Background: an optimization exercise with open tools, aiming at small area. Do not read the settings as production practice.
The RTL was checked by simulation tests, not by an equivalence proof against the original design.
Power is estimated from default activity; no workload was simulated.

--- flow/run.sh ---
#!/bin/bash
# synth_recipe.tcl (not shown) runs the flow's synth.tcl, then flattens the netlist and writes it again
# the make line also repeats each setting of config.mk as NAME=value (left out here)
make -C /OpenROAD-flow-scripts/flow DESIGN_CONFIG=/design/flow/config.mk WORK_HOME=/design/flow/orfs CLKGATE_MAP_FILE= SYNTH_SCRIPT=/design/flow/synth_recipe.tcl finish
--- flow/config.mk ---
export PLATFORM = sky130hd
export DESIGN_NAME = control
export DESIGN_NICKNAME = control
export VERILOG_FILES = /design/flow/design.v
export SDC_FILE = /design/flow/constraint.sdc
export NUM_CORES = 4
export LEC_CHECK = 0
export CAP_MARGIN = 20
export CORE_MARGIN = 2
export CORE_UTILIZATION = 40
export SLEW_MARGIN = 20
--- flow/constraint.sdc ---
create_clock -name core_clock -period 20.0 [get_ports {clk}]
set_input_delay 4.0000 -clock core_clock [delete_from_list [all_inputs] [get_ports {clk}]]
set_output_delay 4.0000 -clock core_clock [all_outputs]
set_load 0.01 [all_outputs]
--- flow/design.v ---
module b9600tx(clk, reset, sig);
	input clk,reset;
	output sig;
	reg [11:0] cnt;
	wire [11:0] cntp1;
	reg sigr;
	assign cntp1 = cnt +1;
	always @(posedge clk)
	begin
		if (reset)
		begin
			cnt <= 0;
			sigr <= 0;
		end
		else
		begin
			cnt <= cntp1;
			if(cnt == 'd2604)
				sigr <= 1;
			else
				sigr <= 0;
		end
	end
	assign sig = sigr;
endmodule
module b115200tx(clk, reset, sig);
	input clk,reset;
	output sig;
	reg [7:0] cnt;
	wire [7:0] cntp1;
	reg sigr;
	assign cntp1 = cnt +1;
	always @(posedge clk)
	begin
		if (reset)
		begin
			cnt <= 0;
			sigr <= 0;
		end
		else
		begin
			cnt <= cntp1;
			if(cnt == 'd217)
				sigr <= 1;
			else
				sigr <= 0;
		end
	end
	assign sig = sigr;
endmodule
module b9600rx(clk, reset, sig);
	input clk,reset;
	output sig;
	reg [11:0] cnt;
	wire [11:0] cntp1;
	reg sigr;
	assign cntp1 = cnt +1;
	always @(posedge clk)
	begin
		if (reset)
		begin
			cnt <= 0;
			sigr <= 0;
		end
		else
		begin
			cnt <= cntp1;
			if(cnt == 11'd372)
				sigr <= 1;
			else
				sigr <= 0;
		end
	end
	assign sig = sigr;
endmodule
module b115200rx(clk, reset, sig);
	input clk,reset;
	output sig;
	reg [5:0] cnt;
	wire [5:0] cntp1;
	reg sigr;
	assign cntp1 = cnt +1;
	always @(posedge clk)
	begin
		if (reset)
		begin
			cnt <= 0;
			sigr <= 0;
		end
		else
		begin
			cnt <= cntp1;
			if(cnt == 'd30)
				sigr <= 1;
			else
				sigr <= 0;
		end
	end
	assign sig = sigr;
endmodule
module timer50u (clk, reset, enable, out1);
	parameter size = 'd13;
	input clk, reset, enable;
	output out1;
	reg [size-1:0] count;
	wire [size-1:0] countp1;
	wire eflag;
	parameter equal = 13'd2500;
	assign countp1 = count + 1;
	always @(posedge clk)
	begin
		if (reset)
			count <= 'd0;
		else if (enable)
			count <= countp1;
	end
	assign eflag = (count > equal) & ~reset;
	assign out1 = eflag;
endmodule
module counter2ms(clk, rst, ena, out);
	input clk, rst, ena;
	output out;
	wire outIntra, aXor;
	wire [5:0] cntP1;
	reg [5:0] cnt;
	reg timerRst;
	timer50u intraTimer(.clk(clk), .reset(rst | timerRst), .enable(ena), .out1(outIntra));
	always @(posedge clk)
	begin
		if(rst)
		begin
			cnt <= 'd0;
			timerRst <= 'd0;
		end
		else if(outIntra & ena)
			begin 
				cnt <= cntP1;
				timerRst <= 'd1;
			end
		else 
			timerRst <= 'd0;
	end
	assign cntP1 = cnt + 'd1;
	assign aXor = (cnt > 6'd40) & ~rst;
	assign out = aXor;
endmodule
module counter40ms (clk, reset, en, out);
	input clk, reset, en;
	output out;
	wire outIntra, aXor;
	wire [5:0] cntP1;
	reg [5:0] cnt;
	reg timerRst;
	assign cntP1 = cnt +'d1;
	counter2ms intracnt (.clk(clk), .rst(reset | timerRst), .ena(en), .out (outIntra));
	always @ (posedge clk)
	begin
		if (reset)
		begin
			cnt <='d0;
			timerRst <='d0;
		end
		else if (en & outIntra)
		begin
			cnt <= cntP1;
			timerRst <= 'd1;
		end
		else
			timerRst <= 'd0;
	end
	assign aXor = (cnt > 6'd20) & ~reset;
	assign out = aXor;
endmodule
module Tx(clk, rst, write_en, data_in, data_out, busy, baud_rate, parity_switch, data_length);
	input clk, rst, write_en, baud_rate, parity_switch, data_length;
	input [7:0] data_in;
	output data_out;
	output busy;
	reg [7:0] data_in_reg;
	reg data, parity;
	reg [3:0] state;
	reg b_clk_l_r, b_clk_h_r, busyreg, b_clk_h_r_ez, b_clk_l_r_ez, mrst;
	wire [3:0] statep1;
	wire btl, bth;
	wire b_clk_l, b_clk_h;
	assign statep1 = state + 1;
	assign data_out = data;
	assign b_clk_l = ~b_clk_l_r;
	assign b_clk_h = ~b_clk_h_r;
	assign busy = busyreg;
	b9600tx baudlowtx (.clk(clk), .reset(rst | mrst | baud_rate | btl) , .sig(btl));
	b115200tx baudhtx (.clk(clk), .reset(rst | mrst | ~baud_rate | bth), .sig(bth));
	always @(posedge clk)
	begin
		if(rst)
		begin
			data <= 1;
			parity <= 0;
			state <= 4'd0;
			b_clk_l_r <= 1;
			b_clk_h_r <= 1;
			busyreg <=0;
			b_clk_h_r_ez <=1;
			b_clk_l_r_ez <=1;
			mrst <= 1;
		end
		else
		begin
			if(btl)
			begin
				b_clk_l_r <= b_clk_l;
			end
			if(bth)
			begin
				b_clk_h_r <= b_clk_h;
			end
			else
				b_clk_h_r <= b_clk_h_r +0;
			if (write_en)
			begin 
				data_in_reg <= data_in;
				data <= 0;
				state <= 2;
				busyreg <=1;
				mrst <= 0;
			end
			if (busyreg)
			begin
				if(b_clk_l_r & (b_clk_l_r != b_clk_l_r_ez))
				begin
					b_clk_l_r_ez <=b_clk_l_r;
					if(~baud_rate)
					begin
						case(state)
							2: begin
								data <= data_in_reg[0];
								parity <= data ^ parity;
								state <= statep1;
							end
							3: begin
								data <= data_in_reg[1];
								parity <= data ^ parity;
								state <= statep1;
							end
							4: begin
								data <= data_in_reg[2];
								parity <= data ^ parity;
								state <= statep1;
							end
							5: begin
								data <= data_in_reg[3];
								parity <= data ^ parity;
								state <= statep1;
							end
							6: begin
								data <= data_in_reg[4];
								parity <= data ^ parity;
								state <= statep1;
							end
							7: begin
								data <= data_in_reg[5];
								parity <= data ^ parity;
								state <= statep1;
							end
							8: begin
								data <= data_in_reg[6];
								parity <= data ^ parity;
								state <= statep1;
							end
							9: begin
								if(data_length) 
									begin
										data <= data_in_reg[7];
										parity <= data ^ parity;
										state <= statep1;
									end
								else if(parity_switch) 
									begin
										data <= parity;
										state <= statep1;
									end
								else
									begin
										data <= 1;  
										state <= 'd0;
									end
							end
							10: begin
								if(data_length & ~parity_switch)
									begin
										data <= 1;  
										state <= 'd0;
									end
								else if(data_length & parity_switch)
									begin
										data <= parity;
										state <= statep1;
									end
								else 
									begin
										data <= 1; 
										state <= 'd0;
									end
							end
							11: begin
								data <= 1;  
								state <= 'd0;
							end
							default: begin
								data <= 1; 
								state <= 'd0;
								busyreg <= 0;
								mrst <= 1;
								b_clk_h_r <= 1;
								b_clk_h_r_ez <=0;
							end
						endcase
					end
				end
				else if(b_clk_h_r & (b_clk_h_r != b_clk_h_r_ez))
				begin
					b_clk_h_r_ez <= b_clk_h_r;
					if (baud_rate)
					begin
						case(state)
							2: begin
								data <= data_in_reg[0];
								parity <= data ^ parity;
								state <= statep1;
							end
							3: begin
								data <= data_in_reg[1];
								parity <= data ^ parity;
								state <= statep1;
							end
							4: begin
								data <= data_in_reg[2];
								parity <= data ^ parity;
								state <= statep1;
							end
							5: begin
								data <= data_in_reg[3];
								parity <= data ^ parity;
								state <= statep1;
							end
							6: begin
								data <= data_in_reg[4];
								parity <= data ^ parity;
								state <= statep1;
							end
							7: begin
								data <= data_in_reg[5];
								parity <= data ^ parity;
								state <= statep1;
							end
							8: begin
								data <= data_in_reg[6];
								parity <= data ^ parity;
								state <= statep1;
							end
							9: begin
								if(data_length) 
									begin
										data <= data_in_reg[7];
										parity <= data ^ parity;
										state <= statep1;
									end
								else if(parity_switch) 
									begin
										data <= parity;
										state <= statep1;
									end
								else
									begin
										data <= 1;  
										state <= 'd0;
									end
							end
							10: begin
								if(data_length & ~parity_switch)
									begin
										data <= 1;  
										state <= 'd0;
									end
								else if(data_length & parity_switch)
									begin
										data <= parity;
										state <= statep1;
									end
								else 
									begin
										data <= 1; 
										state <= 'd0;
									end
							end
							11: begin
								data <= 1;  
								state <= 'd0;
							end
							default: begin
								data <= 1; 
								state <= 'd0;
								busyreg <= 0;
								mrst <= 1;
								b_clk_l_r <= 1;
								b_clk_l_r_ez <=0;
							end
						endcase
					end
				end
				else
				begin
					b_clk_l_r_ez <=b_clk_l_r;
					b_clk_h_r_ez <=b_clk_h_r;
				end
			end
		end
	end
endmodule
module Rx(reset, clk, readen, rx, baudr, ps, dlr, letter, valid, framee, paritye, overrune); 
	input reset, clk, readen, rx, dlr, ps, baudr;
	output [7:0] letter;
	output valid, framee, paritye, overrune;
	reg [6:0] pulses;
	reg [2:0] pcount;
	(* KEEP = "TRUE" *) reg [2:0] Bcalc;
	reg SB, Bvalid, bclkl, bclkh, SBe;
	reg [7:0] data;
	reg [2:0] Dcnt;
	reg [3:0] Bcnt;
	reg parity, validr;
	reg framereg, parityreg, overrunreg;
	wire bl,bh;
	wire [2:0]pcountp1;
	wire pxor;
	wire [2:0]Dcntp1;
	wire bclkln;
	wire [3:0] Bcntp1;
	reg bclkhez, bclklez, readenez;
	assign pcountp1 = pcount +1;
	assign pxor = parity;
	assign Dcntp1 = Dcnt +1;
	assign letter = data;
	assign bclkln = ~bclkl;
	assign bclkhn = ~bclkh;
	assign valid = validr;
	assign paritye = parityreg;
	assign framee = framereg;
	assign overrune = overrunreg;
	assign Bcntp1 = Bcnt +1;
	b9600rx baudlowrx (.clk(clk), .reset(reset | baudr | bl ), .sig(bl));
	b115200rx baudhighrx (.clk(clk), .reset(reset | ~baudr | bh), .sig(bh));
	always @(posedge clk)
	begin
		if (reset)
		begin
			Dcnt <='d0;
			pulses <=255;
			pcount <=0;
			Bcalc <=7;
			SB <=0;
			Bvalid <=0;
			bclkh <=0;
			bclkl <=0;
			parity <=0;
			framereg <=0;
			overrunreg <=0;
			parityreg <=0;
			validr <= 0;
			SBe <=0;
			Bcnt <=0;
		end
		else
		begin
			if (bl)
				bclkl <= bclkln;
			if (bh)
				bclkh <= bclkhn;
			if ((bclkl != bclklez) & bclkl == 1)
			begin
				bclklez <= bclkl;
				if (~baudr)
				begin
					case (pcount)
						0: begin
							pulses[0] <= rx;
							pcount <= pcountp1;
							Dcnt <= Dcntp1;
							Bcalc <=  pulses[1] + pulses[2] + pulses[3] + pulses[4] + pulses[5] + pulses[6] + rx;
						end
						1: begin
							pulses[1] <= rx;
							pcount <= pcountp1;
							Dcnt <= Dcntp1;
							Bcalc <= pulses[0]  + pulses[2] + pulses[3] + pulses[4] + pulses[5] + pulses[6] + rx;
						end
						2: begin
							pulses[2] <= rx;
							pcount <= pcountp1;
							Dcnt <= Dcntp1;
							Bcalc <= pulses[0] + pulses[1]  + pulses[3] + pulses[4] + pulses[5] + pulses[6] + rx;
						end
						3: begin
							pulses[3] <= rx;
							pcount <= pcountp1;
							Dcnt <= Dcntp1;
							Bcalc <= pulses[0] + pulses[1] + pulses[2] +  pulses[4] + pulses[5] + pulses[6] + rx;
						end
						4: begin
							pulses[4] <= rx;
							pcount <= pcountp1;
							Dcnt <= Dcntp1;
							Bcalc <= pulses[0] + pulses[1] + pulses[2] + pulses[3] +  pulses[5] + pulses[6] + rx;
						end
						5: begin
							pulses[5] <= rx;
							pcount <= pcountp1;
							Dcnt <= Dcntp1;
							Bcalc <= pulses[0] + pulses[1] + pulses[2] + pulses[3] + pulses[4] +  pulses[6] + rx;
						end
						default: begin
							pulses[6] <= rx;
							pcount <= 0;
							Dcnt <= Dcntp1;
							Bcalc <= pulses[0] + pulses[1] + pulses[2] + pulses[3] + pulses[4] + pulses[5] + rx; 
						end
					endcase
				end
			end
			else
				bclklez <= bclkl;
			if ((bclkh != bclkhez) & bclkh == 1)
			begin
				bclkhez <= bclkh;
				if (baudr)
				begin
					case (pcount)
						0: begin
							pulses[0] <= rx;
							pcount <= pcountp1;
							Dcnt <= Dcntp1;
							Bcalc <= pulses[1] + pulses[2] + pulses[3] + pulses[4] + pulses[5] + pulses[6] + rx;
						end
						1: begin
							pulses[1] <= rx;
							pcount <= pcountp1;
							Dcnt <= Dcntp1;
							Bcalc <= pulses[0] + pulses[2] + pulses[3] + pulses[4] + pulses[5] + pulses[6] + rx;
						end
						2: begin
							pulses[2] <= rx;
							pcount <= pcountp1;
							Dcnt <= Dcntp1;
							Bcalc <= pulses[0] + pulses[1] + pulses[3] + pulses[4] + pulses[5] + pulses[6] + rx;
						end
						3: begin
							pulses[3] <= rx;
							pcount <= pcountp1;
							Dcnt <= Dcntp1;
							Bcalc <= pulses[0] + pulses[1] + pulses[2] + pulses[4] + pulses[5] + pulses[6] + rx;
						end
						4: begin
							pulses[4] <= rx;
							pcount <= pcountp1;
							Dcnt <= Dcntp1;
							Bcalc <= pulses[0] + pulses[1] + pulses[2] + pulses[3] + pulses[5] + pulses[6] + rx;
						end
						5: begin
							pulses[5] <= rx;
							pcount <= pcountp1;
							Dcnt <= Dcntp1;
							Bcalc <= pulses[0] + pulses[1] + pulses[2] + pulses[3] + pulses[4] + pulses[6] + rx;
						end
						default: begin
							pulses[6] <= rx;
							pcount <= 0;
							Dcnt <= Dcntp1;
							Bcalc <= pulses[0] + pulses[1] + pulses[2] + pulses[3] + pulses[4] + pulses[5] + rx; 
						end
					endcase
				end
			end
			else
				bclkhez <= bclkh;
			if(~SB)
			begin 
				Bvalid <=0;
				SBe <= 0;
				if ((Bcalc <4))
				begin
					SB <= 1;
					parity <= 0;
					Bcnt <=15;
					if (SBe == 0)
					begin
						Dcnt <=4;
						SBe <= 1;
					end
					overrunreg <= validr;
				end
			end
			else if(Dcnt == 7)
				begin
					Bvalid <=1;
				end
			if (SB & Bvalid)
			begin
				Bvalid <= 0;
				case (Bcnt)
					0: begin
						data[0] <= Bcalc > 3;
						parity <= pxor ^ (Bcalc > 3);
						Dcnt <= Dcntp1;
						Bcnt <= Bcntp1;
					end
					1: begin
						data[1] <= Bcalc > 3;
						parity <= pxor ^ (Bcalc > 3);
						Dcnt <= Dcntp1;
						Bcnt <= Bcntp1;
					end
					2: begin
						data[2] <= Bcalc > 3;
						parity <= pxor ^ (Bcalc > 3);
						Dcnt <= Dcntp1;
						Bcnt <= Bcntp1;
					end
					3: begin
						data[3] <= Bcalc > 3;
						parity <= pxor ^ (Bcalc > 3);
						Dcnt <= Dcntp1;
						Bcnt <= Bcntp1;
					end
					4: begin
						data[4] <= Bcalc > 3;
						parity <= pxor ^ (Bcalc > 3);
						Dcnt <= Dcntp1;
						Bcnt <= Bcntp1;
					end
					5: begin
						data[5] <= Bcalc > 3;
						parity <= pxor ^ (Bcalc > 3);
						Dcnt <= Dcntp1;
						Bcnt <= Bcntp1;
					end
					6: begin
						data[6] <= Bcalc > 3;
						parity <= pxor ^ (Bcalc > 3);
						Dcnt <= Dcntp1;
						Bcnt <= Bcntp1;
					end
					7: begin
						if(dlr)
						begin
							data[7] <= Bcalc > 3;
							parity <= pxor ^ (Bcalc > 3);
							Dcnt <= Dcntp1;
							Bcnt <= Bcntp1;
						end
						else
						begin
							Dcnt <= Dcntp1;
							data[7] <= 0;
							if(ps)
								begin
									Bcnt <= Bcntp1;
									if (parity == (Bcalc > 3))
										parityreg <= 0;
									else
										parityreg <= 1;
								end
							else
							begin
								SB <= 0;
								parityreg <=0;
								Bcnt <= 15;
								if (Bcalc > 3)
								begin
									framereg <= 0;
									validr <= 1;
								end
								else
								begin
									framereg <= 1;
									validr <= 0;
								end
							end
						end
					end
					8: begin
						Dcnt <= Dcntp1;
						if(dlr)
						begin
							if(ps)
							begin
								Bcnt <= Bcntp1;
								if (parity == (Bcalc > 3))
									parityreg <= 0;
								else
									parityreg <= 1;
							end
							else
							begin
								parityreg <=0;
								Bcnt <= 15;
								SB <= 0;
								validr <= Bcalc >3;
								framereg <= ~(Bcalc >3);
							end
						end
						else
						begin
							SB <= 0;
							Bcnt <= 15;
							if (Bcalc > 3)
							begin
								framereg <= 0;
								validr <= 1;
							end
							else
							begin
								framereg <= 1;
								validr <= 0;
							end
						end
					end
					9: begin
						SB <= 0;
						Bcnt <= 15;
						if (Bcalc > 3)
						begin
							framereg <= 0;
							validr <= 1;
						end
						else
						begin
							framereg <= 1;
							validr <= 0;
						end
					end
					default:
					begin
						Bcnt <= 0;
						Dcnt <= Dcntp1;
					end
				endcase
			end
			if (readenez != readen & readen == 1)
				validr <= 0;
			else
				readenez <= readen;
		end	 
	end
endmodule
module LCDc(LCD, LCDe, busy, clk, reset, lettero, LSDew);
	input [7:0] LCD;
	input LCDe, clk, reset;
	output busy, LSDew;
	output [9:0] lettero;
	reg [9:0] LSD;
	reg [7:0] LSDez;
	reg [4:0] clkcn;
	reg [4:0] tavcn;
	wire [4:0] clkcnp1;
	reg [4:0]state;
	reg busyr;
	wire [4:0]tavcnp1;
	reg en40m,en2m,en50u,LSDe,cnf;
	wire cflag40m,cflag2m,cflag50u;
	assign clkcnp1 = clkcn +1;
	assign lettero = LSD;
	assign LSDew = LSDe;
	assign busy = busyr;
	assign tavcnp1 = tavcn +1;
	counter40ms time40ms (.clk(clk), .reset(reset | ~en40m),.en(en40m), .out(cflag40m));
	counter2ms time2ms (.clk(clk), .rst(reset | ~en2m),.ena(en2m), .out(cflag2m));
	timer50u time50us (.clk(clk), .reset(reset | ~en50u),.enable(en50u), .out1(cflag50u));
	always @(reset)
	begin
	end
	always @(posedge clk)
	begin
		if (reset)
		begin
			state <=0;
			state <=1;
			busyr <= 0;
			en2m <= 0;
			en40m <= 0;
			en50u <= 0;
			clkcn <= 0;
			LSDe <= 0;
			cnf <=1;
			tavcn <= 0;
			LSDez <= 0;
			LSD <= 0;
		end
		else
		begin
			case (state)
			6'b000001: begin
				busyr <=1;
				en40m <= 1;
				if (cflag40m)
				begin
					state <= 6'd2;
					cnf <= 0;
				end
				else if (~cnf & cflag40m)
					state <= 6'd2;
				else
					state <= 6'b000001;
			end
			6'd2: begin
				en40m <=0;
				LSD <= 10'b0000110000;  
				state <= 6'd3;
				cnf <= 1;
			end
			6'd3:begin
				en50u <= 1;
				if (cnf)
					clkcn <= clkcnp1;
				else
					clkcn <= clkcn;
				if (~|(clkcn ^ 4'd3))
					LSDe <= 1;
				else if (~|(clkcn ^ 4'd15)) begin
					LSDe <= 0;
					cnf <=0;
					end
				else
					LSDe <= LSDe;
				if (cflag50u)
				begin
					state <= 6'd4;
					clkcn <= 0;
				end
				else if (~cnf & cflag50u)
					state <= 6'd4;
				else
					state <= 6'd3;  
			end
			6'd4: begin
				en50u <=0;
				LSD <= 10'b0000110000;  
				state <= 6'd5;
				cnf <= 1;
			end
			6'd5:begin
				en50u <= 1;
				if (cnf)
					clkcn <= clkcnp1;
				else
					clkcn <= clkcn;
				if (~|(clkcn ^ 4'd3))
					LSDe <= 1;
				else if (~|(clkcn ^ 4'd15)) begin
					LSDe <= 0;
					cnf <=0;
					end
				else
					LSDe <= LSDe;
				if (cflag50u)
				begin
					state <= 6'd6;
					clkcn <= 0;
				end
				else if (~cnf & cflag50u)
					state <= 6'd6;
				else
					state <= 6'd5;
			end
			6'd6: begin
				en50u <=0;
				LSD <= 10'b000001111;
				state <= 6'd7;
				cnf <= 1;
			end
			6'd7: begin
				en50u <= 1;
				if (cnf)
					clkcn <= clkcnp1;
				else
					clkcn <= clkcn;
				if (~|(clkcn ^ 4'd3))
					LSDe <= 1;
				else if (~|(clkcn ^ 4'd15)) begin
					LSDe <= 0;
					cnf <=0;
					end
				else
					LSDe <= LSDe;
				if (cflag50u)
				begin
					state <= 6'd8;
					clkcn <= 0;
				end
				else if (~cnf & cflag50u)
					state <= 6'd8;
				else
					state <= 6'd7;
			end
			6'd8: begin
				en50u <=0;
				LSD <= 10'b1;  
				state <= 6'd9;
				cnf <= 1;
			end
			6'd9: begin
				en2m <= 1;
				if (cnf)
					clkcn <= clkcnp1;
				else
					clkcn <= clkcn;
				if (~|(clkcn ^ 4'd3))
					LSDe <= 1;
				else if (~|(clkcn ^ 4'd15)) begin
					LSDe <= 0;
					cnf <=0;
					end
				else
					LSDe <= LSDe;
				if (cflag2m)
				begin
					state <= 6'd10;
					state <= 6'd10;
					clkcn <= 0;
				end
				else if (~cnf & cflag2m)
					state <= 6'd10;
				else
					state <= 6'd9;
			end
			6'd10: begin
				en2m <=0;
				LSD <= 10'b0000000110;
				state <= 6'd11;
				cnf <= 1;
			end
			6'd11: begin
				en50u <= 1;
				if (cnf)
					clkcn <= clkcnp1;
				else
					clkcn <= clkcn;
				if (~|(clkcn ^ 4'd3))
					LSDe <= 1;
				else if (~|(clkcn ^ 4'd15)) begin
					LSDe <= 0;
					cnf <=0;
					end
				else
					LSDe <= LSDe;
				if (cflag50u)
				begin
					state <= 6'd12;
					clkcn <= 0;
				end
				else if (~cnf & cflag50u)
					state <= 6'd12;
				else
					state <= 6'd11;
			end
			6'd12: begin
				en50u <=0;
				en2m <=0;
				LSD <= 10'b0000001111;  
				state <= 6'd13;
				cnf <= 1;
			end
			6'd13: begin
				en50u <= 1;
				if (cnf)
					clkcn <= clkcnp1;
				else
					clkcn <= clkcn;
				if (~|(clkcn ^ 4'd3))
					LSDe <= 1;
				else if (~|(clkcn ^ 4'd15)) begin
					LSDe <= 0;
					cnf <=0;
					end
				else
					LSDe <= LSDe;
				if (cflag50u)
				begin
					state <= 6'd14;
					clkcn <= 0;
				end
				else if (~cnf & cflag50u)
					state <= 6'd14;
				else
					state <= 6'd13;
			end
			6'd14: begin
				en50u <=0;
				en2m <=0;
				LSD <= 10'b0000000110;  
				state <= 6'd15;
				cnf <= 1;
			end
			6'd15: begin
				en50u <= 1;
				if (cnf)
					clkcn <= clkcnp1;
				else
					clkcn <= clkcn;
				if (~|(clkcn ^ 4'd3))
					LSDe <= 1;
				else if (~|(clkcn ^ 4'd15)) begin
					LSDe <= 0;
					cnf <=0;
					end
				else
					LSDe <= LSDe;
				if (cflag50u)
				begin
					state <= 6'd16;
					clkcn <= 0;
				end
				else if (~cnf & cflag50u)
					state <= 6'd16;
				else
					state <= 6'd15;
			end
			6'd16: begin
				en50u <=0;
				en2m <=0;
				busyr <= 0;
				cnf <=1;
				LSD[7:0] <= LCD;
				LSDez[7:0] <= LCD;
				LSD[8] <= 0;
				LSD[9] <= 1;
				if (LCDe)
					if(LCD == 'hd)
						state <= 6'd18;
					else if(tavcn <16)
					begin
						state <= 6'd17;
						tavcn <= tavcnp1;
					end
					else
						state <= 6'd20;
				else
					state <= 6'd16;
				end
			6'd17: begin
				en50u <= 1;
				busyr <= 1;
				if (cnf)
					clkcn <= clkcnp1;
				else
					clkcn <= clkcn;
				if (~|(clkcn ^ 4'd3))
					LSDe <= 1;
				else if (~|(clkcn ^ 4'd15)) begin
					LSDe <= 0;
					cnf <=0;
					end
				else
					LSDe <= LSDe;
				if (cflag50u)
				begin
					state <= 6'd16;
					clkcn <= 0;
				end
				else if (~cnf & cflag50u)
					state <= 6'd16;
				else
					state <= 6'd17;
				end
			6'd18: begin
				en50u <=0;
				busyr <=1;
				tavcn <= 0;
				en2m <=0;
				LSD <= 10'b1;  
				state <= 6'd19;
				cnf <= 1;
			end
			6'd19: begin
				en2m <= 1;
				if (cnf)
					clkcn <= clkcnp1;
				else
					clkcn <= clkcn;
				if (~|(clkcn ^ 4'd3))
					LSDe <= 1;
				else if (~|(clkcn ^ 4'd15)) begin
					LSDe <= 0;
					cnf <=0;
					end
				else
					LSDe <= LSDe;
				if (cflag2m)
				begin
					state <= 6'd16;
					clkcn <= 0;
				end
				else if (~cnf & cflag2m)
					state <= 6'd16;
				else
					state <= 6'd19;
			end
			6'd20: begin
				en50u <= 1;
				busyr <= 1;
				LSD <= 'h18;
				if (cnf)
					clkcn <= clkcnp1;
				else
					clkcn <= clkcn;
				if (~|(clkcn ^ 4'd3))
					LSDe <= 1;
				else if (~|(clkcn ^ 4'd15)) begin
					LSDe <= 0;
					cnf <=0;
					end
				else
					LSDe <= LSDe;
				if (cflag50u)
				begin
					state <= 6'd21;
					clkcn <= 0;
				end
				else if (~cnf & cflag50u)
				begin
					state <= 6'd21;
				end
				else
					state <= 6'd20;
			end
			6'd21: begin
				en50u <=0;
				en2m <=0;
				LSD[7:0] <= LSDez; 
				LSD[8] <= 0;
				LSD[9] <= 1;
				state <= 6'd17;
				cnf <= 1;
			end
			default : 
				state <= 6'b000001;
			endcase
		end
	end
endmodule
module control(clk, reset, paritys, bauds, dls, rxo, txo, lcdo, lcdeo, led);
	output [2:0] led;
	input clk, reset, dls, bauds, paritys, rxo;
	output [9:0]lcdo;
	output txo, lcdeo;
	reg [7:0] tx;
	wire valid, busylcd, busywr;
	reg parityreg, framereg, overunreg, xon, writeready, readenreg, lcdenreg;
	reg [2:0] newflag;
	reg [2:0] fifocn;
	reg [2:0] lcdfifocn;
	reg [2:0] txfifocn;
	reg [7:0] fifo0;
	reg [7:0] fifo1;
	reg [7:0] fifo2;
	reg [7:0] fifo3;
	reg [7:0] fifo4;
	reg [7:0] fifo5;
	reg [7:0] fifo6;
	reg [7:0] fifo7;
	wire baudso, dlso, parityso, readen, lcden , writeen, writeenregw;
	wire [2:0] fifocnp1;
	wire [2:0] lcdfifocnp1;
	wire [2:0] txfifocnp1;
	wire [7:0] rx;
	reg [7:0] data;
	assign fifocnp1 = fifocn +1;
	assign lcdfifocnp1 = lcdfifocn +1;
	assign txfifocnp1 = txfifocn +1;
	assign led[2] = framereg;
	assign led[1] = parityreg;
	assign led[0] = overunreg;
	assign baudso = bauds;
	assign dlso = dls;
	assign parityso = paritys;
	assign readen = readenreg;
	assign lcden = lcdenreg;
	assign writeen = writeenregw;
	assign writeenregw = (xon & writeready & ~busywr);
	Rx receiver(.reset(reset), .clk(clk), .readen(readen), .rx(rxo), .baudr(baudso), .ps(parityso), .dlr(dlso), .letter(rx), .valid(valid), .framee(framee), .paritye(paritye), .overrune(overune));
	Tx sender(.clk(clk), .rst(reset), .write_en(writeen), .data_in(tx), .data_out(txo), .busy(busywr), .baud_rate(baudso), .parity_switch(parityso), .data_length(dlso));
	LCDc LSD(.LCD(data), .LCDe(lcden), .busy(busylcd), .clk(clk), .reset(reset), .lettero(lcdo), .LSDew(lcdeo));
	always @(posedge clk)
	begin
		if (~reset)
		begin
			if (paritye)
				parityreg <= 1;
			if (overune)
				overunreg <= 1;
			if (framee)
				framereg <=1;
			if (busylcd)
				lcdenreg <=0;
			if (busywr)	
				writeready <= 0;
			if ((lcdfifocn != fifocn) & ~busylcd & ~lcden)
			begin
				case (lcdfifocn)
					0: data <= fifo0;
					1: data <= fifo1;
					2: data <= fifo2;
					3: data <= fifo3;
					4: data <= fifo4;
					5: data <= fifo5;
					6: data <= fifo6;
					default: data <= fifo7;
				endcase
				lcdfifocn <= lcdfifocnp1;
				lcdenreg <= 1;
			end
			else
				lcdenreg <= 0;
			if ((txfifocn != fifocn) & ~busywr & ~writeready)
			begin
				case (txfifocn)
					0: tx <= fifo0;
					1: tx <= fifo1;
					2: tx <= fifo2;
					3: tx <= fifo3;
					4: tx <= fifo4;
					5: tx <= fifo5;
					6: tx <= fifo6;
					default: tx <= fifo7;
				endcase
				txfifocn <= txfifocnp1;
				writeready <= 1;
			end
			else
				writeready <= 0;
			if(valid & ~paritye)
			begin
				readenreg <= 1;
				if (rx == 'd19)
					xon <=0;
				else if(rx == 'd17)
					xon <= 1;
				else if (newflag == fifocn)
				begin
					case (fifocn)
						0: fifo0 <= rx;
						1: fifo1 <= rx;
						2: fifo2 <= rx;
						3: fifo3 <= rx;
						4: fifo4 <= rx;
						5: fifo5 <= rx;
						6: fifo6 <= rx;
						default: fifo7 <= rx;
					endcase
					fifocn <= fifocnp1;
				end
				else
					newflag <= fifocn;
			end
			else
			begin
				readenreg <=0;
			end
			end
		else
		begin
			framereg <= 0;
			parityreg <=0;
			overunreg <=0;
			xon <= 1;
			writeready <= 0;
			lcdenreg <= 0;
			fifo0 <= 0;
			fifo1 <= 0;
			fifo2 <= 0;
			fifo3 <= 0;
			fifo4 <= 0;
			fifo5 <= 0;
			fifo6 <= 0;
			fifo7 <= 0;
			fifocn <= 0;
			lcdfifocn <= 0;
			txfifocn <= 0;
			newflag <=0;
			data <= 0;
		end
	end
endmodule
==> reports/results.tsv <==
metric	value	unit
status	complete, no violations	
post-layout min period	6.923	ns
wire per inst	15.44	um
Initial Util	0.4036	
Top Registers	LSD.time2ms.intraTimer.count: 13 flops, LSD.time40ms.intracnt.intraTimer.count: 13 flops, LSD.time50us.count: 13 flops	
Layout Skew	0.01441	ns
vias in the first global route	11190	
# clock sinks	298	
DRC Markers	0	
CTS max path bufs	3	
Yosys reg bits	298	
Lkg Pwr	6.468	nW
cells after synthesis	1643	
mux cell area share after synthesis	0.07187	
post-CTS sizing	0	
slowest CP cell	fa_1	
Total Power	1.383	mW
Synth Cell Area	15090	um^2
commonest non-fill, non-tap cell in the layout	dfxtp_1	
commonest non-fill, non-tap cells in the layout	270 x dfxtp_1, 238 x nor2_1, 100 x nand2_1	
Post-CTS Hold Buffers	0	
max cap viols	0	
wl on met1	15670	um
RD Place Congestion	0.8099	
Layout Nets	1714	
die area	39300	um^2
Setup Fix Bufs, Post-CTS	0	
Worst setup EP type	flip-flop	
Critical Path Max Stage Delay	0.52	ns
Synth Area in XOR/XNOR	0.05745	
final setup fails	0	
most used flip-flop cell after synthesis	dfxtp_1	
CTS tree	done	
chip height	198.3	um
post-route clock period utilization	0.3462	
crit path kind	primary input to flip-flop	
maximum VDD drop	0.04440	mV
main combinational cell family by area after synthesis	simple AND/OR/NAND/NOR gates	
Final Hold Fails	0	
Synth Area in Simple Gates	0.1883	
async set or reset register ratio after synthesis	0	
# rows	71	
Cell Pwr Density	82.85	nW/um^2
root buf cell	clkbuf_16	
Synth Area in Adders	0.08190	
Worst Tran Pin Value	0.9664	ns
antenna-violating nets left	0	
Mean Syn Cell Area	9.186	um^2
Worst Path Required	20.37	ns
clock-pin slew on the worst setup and hold paths	0.06	ns
Worst setup SP type	primary input	
CP bufs+invs	4	
Hold WC Path Type	flip-flop to flip-flop	
Synth Area in Compound Gates	0.1327	
RSZ-0062 raised after global routing	no	
GRT overflow	0	
GRT Total Usage	0.1736	
WL final	33290	um
DP HPWL	22490	um
Vias/cell	5.288	
Die X-Extent	198.3	um
WHS Path Cells	0	
Yosys warnings	15	
Max Clk Rate	0.1444	GHz
met3 WL	1584	um
Post-Route Setup TNS	0	ns
Max FO, Critical Path	12	
Critical Path, Cell by Cell	clkdlybuf4s50_1, inv_1, fa_1, fa_1, inv_1, ha_1, inv_1, fa_1, xnor2_1, a22oi_1, o22ai_1, o31ai_1, o211ai_1	
largest net degree at the start of global routing	74	
core area	37400	um^2
antenna violations before repair	0	
relative slew slack	0.3548	
crit-path leading delay family	adder cells	
share of cells above drive strength 1	0.06383	
first-pass GRT wire length	56390	um
Area growth, synth to finish	10.57	%
first-iteration detailed-routing DRC count	747	
register area share after synthesis	0.4138	
number of library cell types mapped by synthesis	87	
Slew Viols, Final	0	
drt first pass iters	5	
EDFF count, synth	28	
Post-Syn Nets	1737	
diode count	0	
PortBufs	19	
DR top layer	met4	
critical path depth	13	
Worst-Skew Late Latency	0.52	ns
I/O pins	21	
fillcell total	3593	
TritonCTS Buffers	34	
Vias	11400	
Reg2Reg Depth	13	
WL met2	15310	um
WP data arrival	7.29	ns
H-tree lvl count	2	
## logic make-up after synthesis
family                   Yosys count
AO/OA/AOI/OAI                    295
multiplexers                     106
AND/OR/NAND/NOR                  573
buffers and inverters            183
other                              1
adder cells (fa/ha/maj)           88
XOR/XNOR                          99
flip-flops                       298
## where the power goes
| group | switching [mW] | leakage [nW] | total [mW] | internal, mW |
|---|---|---|---|---|
| Combinational | 0.0731 | 3.48 | 0.112 | 0.0388 |
| Sequential | 0.0148 | 2.43 | 0.635 | 0.620 |
| Clock | 0.249 | 0.559 | 0.636 | 0.387 |
## synthesized netlist by cell type, drive strengths merged, types with 6 or more instances
| library cell | number | area, um^2 |
|---|---|---|
| dfxtp | 270 | 5405 |
| nor2 | 238 | 893.4 |
| nand2 | 100 | 375.4 |
| a21oi | 97 | 485.5 |
| inv | 96 | 360.3 |
| mux2i | 87 | 870.8 |
| ha | 70 | 875.8 |
| clkbuf | 52 | 215.2 |
| xnor2 | 51 | 446.7 |
| o21ai | 49 | 245.2 |
| xor2 | 48 | 420.4 |
| nand3 | 38 | 215.2 |
| nor3 | 35 | 180.2 |
| buf | 34 | 231.5 |
| edfxtp | 28 | 840.8 |
| nand4 | 26 | 226.5 |
| a222oi | 25 | 250.2 |
| and3 | 22 | 137.6 |
| nand2b | 20 | 125.1 |
| mux2 | 19 | 214.0 |
| fa | 18 | 360.4 |
| or3 | 18 | 112.6 |
| and2 | 15 | 93.84 |
| a22oi | 13 | 97.59 |
| nor2b | 13 | 81.33 |
| o22ai | 11 | 68.82 |
| a211oi | 10 | 75.07 |
| a31oi | 10 | 62.56 |
| o211ai | 9 | 67.56 |
| a221oi | 8 | 70.07 |
| nor4 | 8 | 50.05 |
| a311oi | 6 | 70.07 |
| o311ai | 6 | 52.55 |
| or4 | 6 | 45.04 |
## final timing paths
path	startpoint	to	slack, ns
setup / recovery	rxo	receiver.Bcalc[2]$_SDFF_PP1_	13.08
hold / removal	tx[6]$_DFFE_PP_	sender.data_in_reg[6]$_DFFE_PP_	0.43
setup reg to reg	receiver.pulses[2]$_SDFF_PP1_	receiver.Bcalc[2]$_SDFF_PP1_	16.71
hold reg to reg	tx[6]$_DFFE_PP_	sender.data_in_reg[6]$_DFFE_PP_	0.43
## area by class of cell
class | count | area (um^2) | share of cell area
inverters | 97 | 364.1 | 0.02182
repair buffers | 27 | 247.7 | 0.01484
clock inverters | 14 | 155.1 | 0.009297
multi-input cells | 1162 | 8043 | 0.4819
flip-flops and latches | 298 | 6246 | 0.3743
clock buffers | 47 | 993.5 | 0.05953
well taps | 511 | 639.4 | 0.03831
## layer usage
| layer | up-vias | global-route usage |
|---|---|---|
| li1 | 5723 | - |
| met1 | 5413 | 0.2290 |
| met2 | 208 | 0.2858 |
| met3 | 56 | 0.03236 |
| met4 | 0 | 0.05737 |
| met5 | - | 0 |
## metrics by stage
step           cells  cell area (um^2)  utilization  hold slack, ns  worst slack (ns)
6_report        2156             16690       0.4462          0.4272             13.08
5_1_grt         2156             16690       0.4462          0.4370             12.84
4_1_cts         2156             16690       0.4462          0.4337             13.06
3_5_place_dp    2095             15540       0.4155          0.4190             12.53
3_3_place_gp    2095             15540       0.4155          0.4166             12.60
2_1_floorplan   1643             15090            -          0.4003             13.37

-- afterwards: timing with drivers on the ports --
No port has a modelled driver above. Below, the same layout with a new extraction and two added sets of constraints. Step 1 (the two cells are an assumption about what drives the block):
set clk [get_ports {clk}]
set_driving_cell -lib_cell sky130_fd_sc_hd__clkbuf_16 $clk
set_driving_cell -lib_cell sky130_fd_sc_hd__buf_2 [delete_from_list [all_inputs] $clk]
Step 2, shift: input delay + t, output delay - t, t = (earliest + latest rising clock arrival at the registers) / 2. This alone moves slack from input paths to output paths. a / b / c = ideal / step 1 / step 2; a / b = the first two.
t (ns): 0.566
slack for setup (ns): 13.077 / 13.107 / 12.541
worst hold slack (ns): 0.427 / 0.427 / 0.427
worst register clock-pin slew, ns: 0.06 / 0.06
After both steps setup and hold are still met in this run. The setup slack of this run moves by +0.030 ns with the drivers and by -0.536 ns with both steps.
